Background: an optimization exercise with open tools, aiming at a short achievable clock period and few clock cycles per item. Do not read the settings as production practice.
Function was checked by simulation only, so behaviour that the tests miss may differ from the original.
Power and IR drop assume default switching activity.

$ cat flow/run.sh
#!/bin/bash
# synth_recipe.tcl (not shown) runs the flow's synth.tcl, then flattens the netlist and writes it again
# the make line also repeats each setting of config.mk as NAME=value (left out here)
make -C /OpenROAD-flow-scripts/flow DESIGN_CONFIG=/design/flow/config.mk WORK_HOME=/design/flow/orfs CLKGATE_MAP_FILE= SYNTH_SCRIPT=/design/flow/synth_recipe.tcl finish
$ cat flow/config.mk
export PLATFORM = sky130hd
export DESIGN_NAME = sysc_verilog_top
export DESIGN_NICKNAME = sysc_verilog_top
export VERILOG_FILES = /design/flow/design.v
export SDC_FILE = /design/flow/constraint.sdc
export NUM_CORES = 4
export LEC_CHECK = 0
export CAP_MARGIN = 20
export CORE_MARGIN = 2
export CORE_UTILIZATION = 40
export SLEW_MARGIN = 20
$ cat flow/constraint.sdc
create_clock -name core_clock -period 4.5 [get_ports {clk}]
set_input_delay 0.9000 -clock core_clock [delete_from_list [all_inputs] [get_ports {clk}]]
set_output_delay 0.9000 -clock core_clock [all_outputs]
set_load 0.01 [all_outputs]
$ cat flow/design.v
`timescale 1ps / 1fs
module sysc_verilog_top
(
    input  wire                   clk,
    input  wire                   rst_n,
    input  wire [7:0]             s_axi_awid,
    input  wire [7:0]             s_axi_awaddr,
    input  wire [7:0]             s_axi_awlen,
    input  wire [2:0]             s_axi_awsize,
    input  wire [1:0]             s_axi_awburst,
    input  wire                   s_axi_awlock,
    input  wire [3:0]             s_axi_awcache,
    input  wire [2:0]             s_axi_awprot,
    input  wire                   s_axi_awvalid,
    output wire                   s_axi_awready,
    input  wire [31:0]            s_axi_wdata,
    input  wire [3:0]             s_axi_wstrb,
    input  wire                   s_axi_wlast,
    input  wire                   s_axi_wvalid,
    output wire                   s_axi_wready,
    output wire [7:0]             s_axi_bid,
    output wire [1:0]             s_axi_bresp,
    output wire                   s_axi_bvalid,
    input  wire                   s_axi_bready,
    input  wire [7:0]             s_axi_arid,
    input  wire [7:0]             s_axi_araddr,
    input  wire [7:0]             s_axi_arlen,
    input  wire [2:0]             s_axi_arsize,
    input  wire [1:0]             s_axi_arburst,
    input  wire                   s_axi_arlock,
    input  wire [3:0]             s_axi_arcache,
    input  wire [2:0]             s_axi_arprot,
    input  wire                   s_axi_arvalid,
    output wire                   s_axi_arready,
    output wire [7:0]             s_axi_rid,
    output wire [31:0]            s_axi_rdata,
    output wire [1:0]             s_axi_rresp,
    output wire                   s_axi_rlast,
    output wire                   s_axi_rvalid,
    input  wire                   s_axi_rready
);
integer i;
function [2:0] step_of(input [2:0] size, input [1:0] burst);
    if (burst == 2'b00)
        step_of = 3'd0;
    else if (size == 3'd0)
        step_of = 3'd1;
    else if (size == 3'd1)
        step_of = 3'd2;
    else
        step_of = 3'd4;
endfunction
reg [31:0] mem [0:63];
reg [7:0] awf_id   [0:3];
reg [7:0] awf_addr [0:3];
reg [7:0] awf_len  [0:3];
reg [2:0] awf_step [0:3];
reg [1:0] awf_wp, awf_rp;
reg [2:0] awf_cnt;
reg       awready_reg;
reg       cw_valid;
reg [7:0] cw_id;
reg [7:0] cw_addr;
reg [7:0] cw_cnt;
reg [2:0] cw_step;
reg [31:0] wf_data [0:3];
reg [3:0]  wf_strb [0:3];
reg [1:0]  wf_wp, wf_rp;
reg [2:0]  wf_cnt;
reg        wready_reg;
reg        wb_valid;
reg [5:0]  wb_word;
reg [31:0] wb_data;
reg [3:0]  wb_strb;
reg       bq_valid [0:3];
reg [7:0] bq_id    [0:3];
wire aw_hs  = s_axi_awvalid & awready_reg;
wire w_hs   = s_axi_wvalid & wready_reg;
wire b_pop  = bq_valid[0] & s_axi_bready;
wire cw_last = (cw_cnt == 8'd0);
wire w_fire  = cw_valid & (wf_cnt != 3'd0) & (!cw_last | !bq_valid[3]);
wire cw_free = !cw_valid | (w_fire & cw_last);
wire awf_empty = (awf_cnt == 3'd0);
wire awf_pop  = cw_free & !awf_empty;
wire awf_push = aw_hs & !(cw_free & awf_empty);
wire b_push   = w_fire & cw_last;
wire [2:0] awf_cnt_next = awf_cnt + {2'b0, awf_push} - {2'b0, awf_pop};
wire [2:0] wf_cnt_next  = wf_cnt + {2'b0, w_hs} - {2'b0, w_fire};
always @(posedge clk) begin
    if (awf_push) begin
        awf_id[awf_wp]   <= s_axi_awid;
        awf_addr[awf_wp] <= s_axi_awaddr;
        awf_len[awf_wp]  <= s_axi_awlen;
        awf_step[awf_wp] <= step_of(s_axi_awsize, s_axi_awburst);
        awf_wp <= awf_wp + 2'd1;
    end
    if (awf_pop)
        awf_rp <= awf_rp + 2'd1;
    awf_cnt <= awf_cnt_next;
    awready_reg <= (awf_cnt_next != 3'd4);
    if (cw_free) begin
        if (!awf_empty) begin
            cw_valid <= 1'b1;
            cw_id    <= awf_id[awf_rp];
            cw_addr  <= awf_addr[awf_rp];
            cw_cnt   <= awf_len[awf_rp];
            cw_step  <= awf_step[awf_rp];
        end else if (aw_hs) begin
            cw_valid <= 1'b1;
            cw_id    <= s_axi_awid;
            cw_addr  <= s_axi_awaddr;
            cw_cnt   <= s_axi_awlen;
            cw_step  <= step_of(s_axi_awsize, s_axi_awburst);
        end else begin
            cw_valid <= 1'b0;
        end
    end else if (w_fire) begin
        cw_addr <= cw_addr + {5'd0, cw_step};
        cw_cnt  <= cw_cnt - 8'd1;
    end
    if (w_hs) begin
        wf_data[wf_wp] <= s_axi_wdata;
        wf_strb[wf_wp] <= s_axi_wstrb;
        wf_wp <= wf_wp + 2'd1;
    end
    if (w_fire)
        wf_rp <= wf_rp + 2'd1;
    wf_cnt <= wf_cnt_next;
    wready_reg <= (wf_cnt_next != 3'd4);
    wb_valid <= w_fire;
    wb_word  <= cw_addr[7:2];
    wb_data  <= wf_data[wf_rp];
    wb_strb  <= wf_strb[wf_rp];
    for (i = 0; i < 4; i = i + 1) begin
        if (b_push && (b_pop ? ((i == 3 || !bq_valid[i+1]) && (i == 0 || bq_valid[i]))
                             : (!bq_valid[i] && (i == 0 || bq_valid[i-1])))) begin
            bq_valid[i] <= 1'b1;
            bq_id[i]    <= cw_id;
        end else if (b_pop) begin
            bq_valid[i] <= (i == 3) ? 1'b0 : bq_valid[i+1];
            bq_id[i]    <= (i == 3) ? bq_id[i] : bq_id[i+1];
        end
    end
    if (!rst_n) begin
        awf_wp <= 2'd0;
        awf_rp <= 2'd0;
        awf_cnt <= 3'd0;
        awready_reg <= 1'b0;
        cw_valid <= 1'b0;
        wf_wp <= 2'd0;
        wf_rp <= 2'd0;
        wf_cnt <= 3'd0;
        wready_reg <= 1'b0;
        wb_valid <= 1'b0;
        for (i = 0; i < 4; i = i + 1)
            bq_valid[i] <= 1'b0;
    end
end
always @(posedge clk) begin
    for (i = 0; i < 64; i = i + 1) begin
        if (wb_valid && wb_word == i[5:0]) begin
            if (wb_strb[0]) mem[i][7:0]   <= wb_data[7:0];
            if (wb_strb[1]) mem[i][15:8]  <= wb_data[15:8];
            if (wb_strb[2]) mem[i][23:16] <= wb_data[23:16];
            if (wb_strb[3]) mem[i][31:24] <= wb_data[31:24];
        end
    end
end
assign s_axi_awready = awready_reg;
assign s_axi_wready  = wready_reg;
assign s_axi_bvalid  = bq_valid[0];
assign s_axi_bid     = bq_id[0];
assign s_axi_bresp   = 2'b00;
reg [7:0] arf_id   [0:3];
reg [7:0] arf_addr [0:3];
reg [7:0] arf_len  [0:3];
reg [2:0] arf_step [0:3];
reg [1:0] arf_wp, arf_rp;
reg [2:0] arf_cnt;
reg       arready_reg;
reg       cr_valid;
reg [7:0] cr_id;
reg [7:0] cr_addr;
reg [7:0] cr_cnt;
reg [2:0] cr_step;
reg        s1_valid;
reg [2:0]  s1_sel;
reg [7:0]  s1_id;
reg        s1_last;
reg [31:0] s1_data [0:7];
reg        rq_valid [0:3];
reg [7:0]  rq_id    [0:3];
reg [31:0] rq_data  [0:3];
reg        rq_last  [0:3];
reg [2:0]  r_inflight;    
wire ar_hs = s_axi_arvalid & arready_reg;
wire r_pop = rq_valid[0] & s_axi_rready;
wire cr_last = (cr_cnt == 8'd0);
wire r_fire  = cr_valid & (r_inflight != 3'd4);
wire cr_free = !cr_valid | (r_fire & cr_last);
wire arf_empty = (arf_cnt == 3'd0);
wire arf_pop  = cr_free & !arf_empty;
wire arf_push = ar_hs & !(cr_free & arf_empty);
wire [2:0] arf_cnt_next = arf_cnt + {2'b0, arf_push} - {2'b0, arf_pop};
wire [31:0] s2_data = s1_data[s1_sel];
always @(posedge clk) begin
    if (arf_push) begin
        arf_id[arf_wp]   <= s_axi_arid;
        arf_addr[arf_wp] <= s_axi_araddr;
        arf_len[arf_wp]  <= s_axi_arlen;
        arf_step[arf_wp] <= step_of(s_axi_arsize, s_axi_arburst);
        arf_wp <= arf_wp + 2'd1;
    end
    if (arf_pop)
        arf_rp <= arf_rp + 2'd1;
    arf_cnt <= arf_cnt_next;
    arready_reg <= (arf_cnt_next != 3'd4);
    if (cr_free) begin
        if (!arf_empty) begin
            cr_valid <= 1'b1;
            cr_id    <= arf_id[arf_rp];
            cr_addr  <= arf_addr[arf_rp];
            cr_cnt   <= arf_len[arf_rp];
            cr_step  <= arf_step[arf_rp];
        end else if (ar_hs) begin
            cr_valid <= 1'b1;
            cr_id    <= s_axi_arid;
            cr_addr  <= s_axi_araddr;
            cr_cnt   <= s_axi_arlen;
            cr_step  <= step_of(s_axi_arsize, s_axi_arburst);
        end else begin
            cr_valid <= 1'b0;
        end
    end else if (r_fire) begin
        cr_addr <= cr_addr + {5'd0, cr_step};
        cr_cnt  <= cr_cnt - 8'd1;
    end
    s1_valid <= r_fire;
    s1_sel   <= cr_addr[7:5];
    s1_id    <= cr_id;
    s1_last  <= cr_last;
    for (i = 0; i < 8; i = i + 1)
        s1_data[i] <= mem[{i[2:0], cr_addr[4:2]}];
    r_inflight <= r_inflight + {2'b0, r_fire} - {2'b0, r_pop};
    for (i = 0; i < 4; i = i + 1) begin
        if (s1_valid && (r_pop ? ((i == 3 || !rq_valid[i+1]) && (i == 0 || rq_valid[i]))
                               : (!rq_valid[i] && (i == 0 || rq_valid[i-1])))) begin
            rq_valid[i] <= 1'b1;
            rq_id[i]    <= s1_id;
            rq_data[i]  <= s2_data;
            rq_last[i]  <= s1_last;
        end else if (r_pop) begin
            rq_valid[i] <= (i == 3) ? 1'b0 : rq_valid[i+1];
            rq_id[i]    <= (i == 3) ? rq_id[i]   : rq_id[i+1];
            rq_data[i]  <= (i == 3) ? rq_data[i] : rq_data[i+1];
            rq_last[i]  <= (i == 3) ? rq_last[i] : rq_last[i+1];
        end
    end
    if (!rst_n) begin
        arf_wp <= 2'd0;
        arf_rp <= 2'd0;
        arf_cnt <= 3'd0;
        arready_reg <= 1'b0;
        cr_valid <= 1'b0;
        s1_valid <= 1'b0;
        r_inflight <= 3'd0;
        for (i = 0; i < 4; i = i + 1)
            rq_valid[i] <= 1'b0;
    end
end
assign s_axi_arready = arready_reg;
assign s_axi_rvalid  = rq_valid[0];
assign s_axi_rid     = rq_id[0];
assign s_axi_rdata   = rq_data[0];
assign s_axi_rlast   = rq_last[0];
assign s_axi_rresp   = 2'b00;
endmodule
==> results by group <==
Yosys
  – Number of synthesized flops with an enable pin: about 2,700
  – Register area share after synthesis: 76.3%
  – Post-synth top flop: edfxtp_1
  – Yosys warning count: 9
  – Register bit total from synthesis: about 3,000
  – Top cells by area, synth: edfxtp_1 70%, dfxtp_1 6.2%, mux4_2 4.2%, mux2i_1 2.4%, a221oi_1 2.0%
  – Ys async rst share: 0%
  – Syn Area/Cell: 16.8 um2
  – Synthesized area: 114,000 um2
  – Netlist cell types: 70
  – Leading area contributor after synthesis: edfxtp_1
  – Syn Inst Count: ~6,800
  – Synth top area share: between 70% and 80%

Floorplanning
  – Starting Density: 40.3%
  – Chip width: around 540 um
  – Die H: approximately 540 um
  – Total I/O pin count: 176
  – Site row count: 195
  – Die ar.: 289,000 um2
  – Core Box Area: 283,000 um2

Layout
  – Commonest non-fill, non-tap cells in the layout: 2,658 x edfxtp_1, 475 x nor2_1, 332 x clkbuf_16
  – Nets: ~7,200
  – Top reg by flops: mem
  – Commonest non-fill, non-tap cell in the layout: edfxtp_1
  – Number of flip-flops in the largest register: 2,048
  – Share of cells above drive strength 1: 15.8%
  – Biggest registers after layout: mem: 2048 flops, s1_data: 256 flops
  – Non-Filler Instances: 11,091
  – Area Overhead vs Synth: 15.2%

Critical path
  – Critical Path, Cell by Cell: inv_1, ha_1, or3b_2, o41ai_2, buf_4, a21oi_1, inv_1, ha_1, inv_1, ha_1, fa_1, nor3_1, nor2_1
  – Setup CP Type: reg -> reg
  – Crit-path leading delay family: adder cells
  – Worst-path fanout max: 22
  – Req. time, crit path: ~5.3 ns
  – Max stage delay on crit path: 0.50 ns
  – CP endpoint kind: register
  – WP buf/inv: 4
  – WP data arrival: 4.37 ns
  – Slowest cell on the critical path: or3b_2
  – Startpoint types: register

Pwr
  – Pwr Density: 676 nW/um2
  – P_leak: 44.0 nW
  – Worst VDD drop: 0.430 mV

Clock network
  – Post-CTS sizing: 0
  – Root Buffer: clkbuf_16
  – Max clock buf depth: 4
  – Clk slew on worst S/H paths: approximately 0.060 ns
  – H-tree depth: 5
  – Hold-fix buffers, CTS: 0
  – Setup bufs post-CTS: 0
  – CTS sink cnt: 3,011
  – Worst-skew pair later-pin latency: ~0.95 ns
  – CTS tree: built
  – Cts bufs inserted: 325

STA
  – Final WS setup: 0.960 ns
  – Rel. slew slack: a little over a tenth
  – Total Neg Setup Slack: 0 ns
  – Final period util: 78.7%
  – Final Skew: 0.0598 ns
  – Setup violators final: 0
  – Final Hold Slack: ~0.35 ns
  – Fmax achieved: 0.282 GHz
  – Worst Tran Pin Value: around 1.3 ns
  – RSZ-0062 raised after global routing: no
  – Hold Fails Final Rpt: 0
  – Final worst path period need: 3.54 ns
  – Pins Over Slew Limit: 0

Place
  – Placer Congestion: 0.891
  – PortBufs: between 150 and 200
  – Pre-CTS setup slack: 0.852 ns
  – Post-DP HPWL: 195,000 um
  – Placed cells: 10,472

Global routing
  – Antenna violations before repair: 34
  – Overflow after GRT: 0
  – Vias in the first global route: 61,905
  – Largest net degree at the start of global routing: 117
  – First-pass GRT wire length: 453,000 um
  – Total track usage: 21.8%

Worst hold path
  – HP Class: reg -> reg

Detailed routing
  – Wire length on met1: between 100,000 and 150,000 um
  – Highest metal used: met5
  – Iter 0 DRT Violations: 7,329
  – Post-DR vias/cell: 5.68
  – Final WL: 320,000 um
  – Pre-Repair DR Iteration Count: 6
  – Routed Antenna Nets: 0
  – DRC errors left: 0
  – DR WL/cell: 28.9 um
  – Met2 WL: 149,000 um
  – WL met3: 29,000 um
  – Vias after detailed routing: about 63,000

Run status
  – Status: complete, no violations

Job
  – MaxCap Viol Count: 0
-- cell families after synthesis --
group | after synthesis | share of synthesized area [%]
adder cells (fa/ha/maj) | 36 | 0.435
AO/OA/AOI/OAI | 1142 | 7.55
XOR/XNOR | 31 | 0.238
multiplexers | 605 | 7.79
buffers and inverters | 628 | 2.12
other | 1 | 0.00329
flip-flops | 3011 | 76.3
AND/OR/NAND/NOR | 1304 | 5.56
-- worst reg2reg max path: cells and delay by family (launching register included) --
| family | cells | cell delay, ns |
|---|---|---|
| AND/OR/NAND/NOR | 3 | 0.77 |
| adder cells (fa/ha/maj) | 4 | 1.03 |
| buffers and inverters | 4 | 0.65 |
| AO/OA/AOI/OAI | 2 | 0.54 |
| flip-flops | 1 | 0.44 |
-- Yosys cell counts (all sizes together), types with 19 or more instances --
| cell type | number |
|---|---|
| o22a | 42 |
| mux4 | 213 |
| a221oi | 260 |
| o31ai | 37 |
| mux2i | 275 |
| a22oi | 89 |
| dfxtp | 353 |
| a22o | 135 |
| buf | 94 |
| inv | 218 |
| a31oi | 52 |
| o21ai | 151 |
| and3 | 35 |
| nor2b | 37 |
| mux2 | 117 |
| ha | 30 |
| o2bb2ai | 110 |
| nand2 | 253 |
| o22ai | 27 |
| o211ai | 24 |
| nand2b | 108 |
| xnor2 | 20 |
| edfxtp | 2658 |
| a211oi | 19 |
| and2 | 278 |
| o32a | 20 |
| a21oi | 127 |
| nor2 | 503 |
| clkbuf | 316 |
-- cell type report --
class,instances,area [um2]
clock inverter,134,1160
clock buffer,447,9120
inverter,218,823
timing repair buffer,379,3560
antenna,37,92.6
sequential,3011,87000
tap,3743,4680
multi-input combinational,3122,24800
fill,23790,152000
-- through the flow --
stage                     instance area [um2]  total power (W)  utilization, %
after CTS                              131000           0.0890            46.4
final                                  131000           0.0887            46.4
after global placement                 121000           0.0629            42.7
after detailed placement               121000           0.0633            42.7
after global routing                   131000           0.0917            46.4
after floorplan                        114000           0.0515               -
-- power by group --
| part | switching, W | internal, W | total [W] |
|---|---|---|---|
| sequential | 0.00213 | 0.0356 | 0.0377 |
| combinational | 0.0170 | 0.00823 | 0.0252 |
| clock | 0.0107 | 0.0151 | 0.0258 |
-- path summary, 6_finish.rpt --
| path | from | endpoint | slack, ns | depth (start not counted) |
|---|---|---|---|---|
| max | cw_cnt[0] | awready_reg | 0.96 | 13 |
| min | cr_id[1] | s1_id[1] | 0.35 | 0 |
| max reg2reg | cw_cnt[0] | awready_reg | 0.96 | 13 |
| min reg2reg | cr_id[1] | s1_id[1] | 0.35 | 0 |
-- per-layer routing --
layer  GRT usage, %  up-vias
met2           34.2     2973
met3           5.08      656
met4           9.04       20
met5              0        -
li1               -    26916
met1           29.4    32458
Testbench counts, summed over its fixed seeds: cycles 4,393, items 8,352.

## port drivers added, routing unchanged
In the flow no input, the clock included, has a driving cell. The finished layout below was timed again as built, in two steps. Step 1 sets driving cells, clkbuf_16 on the clock port and buf_2 on the other inputs (assumed; they add their load-dependent delay and slew). Step 2 also shifts input and output timing later by t, the mid clock arrival at the registers, as if the neighbouring blocks saw the same clock. a / b / c = no drivers / after step 1 / after step 2; a / b = the first two.
shift t [ns]: 1.017
slack for setup (ns): 0.960 / 0.960 / 0.779
worst slew at a driven data input, ns: 0.12
cell pins on the clock port's net: 1
After both steps this run still meets setup and hold. The setup slack of this run moves by 0.000 ns with the drivers and by -0.181 ns with both steps.
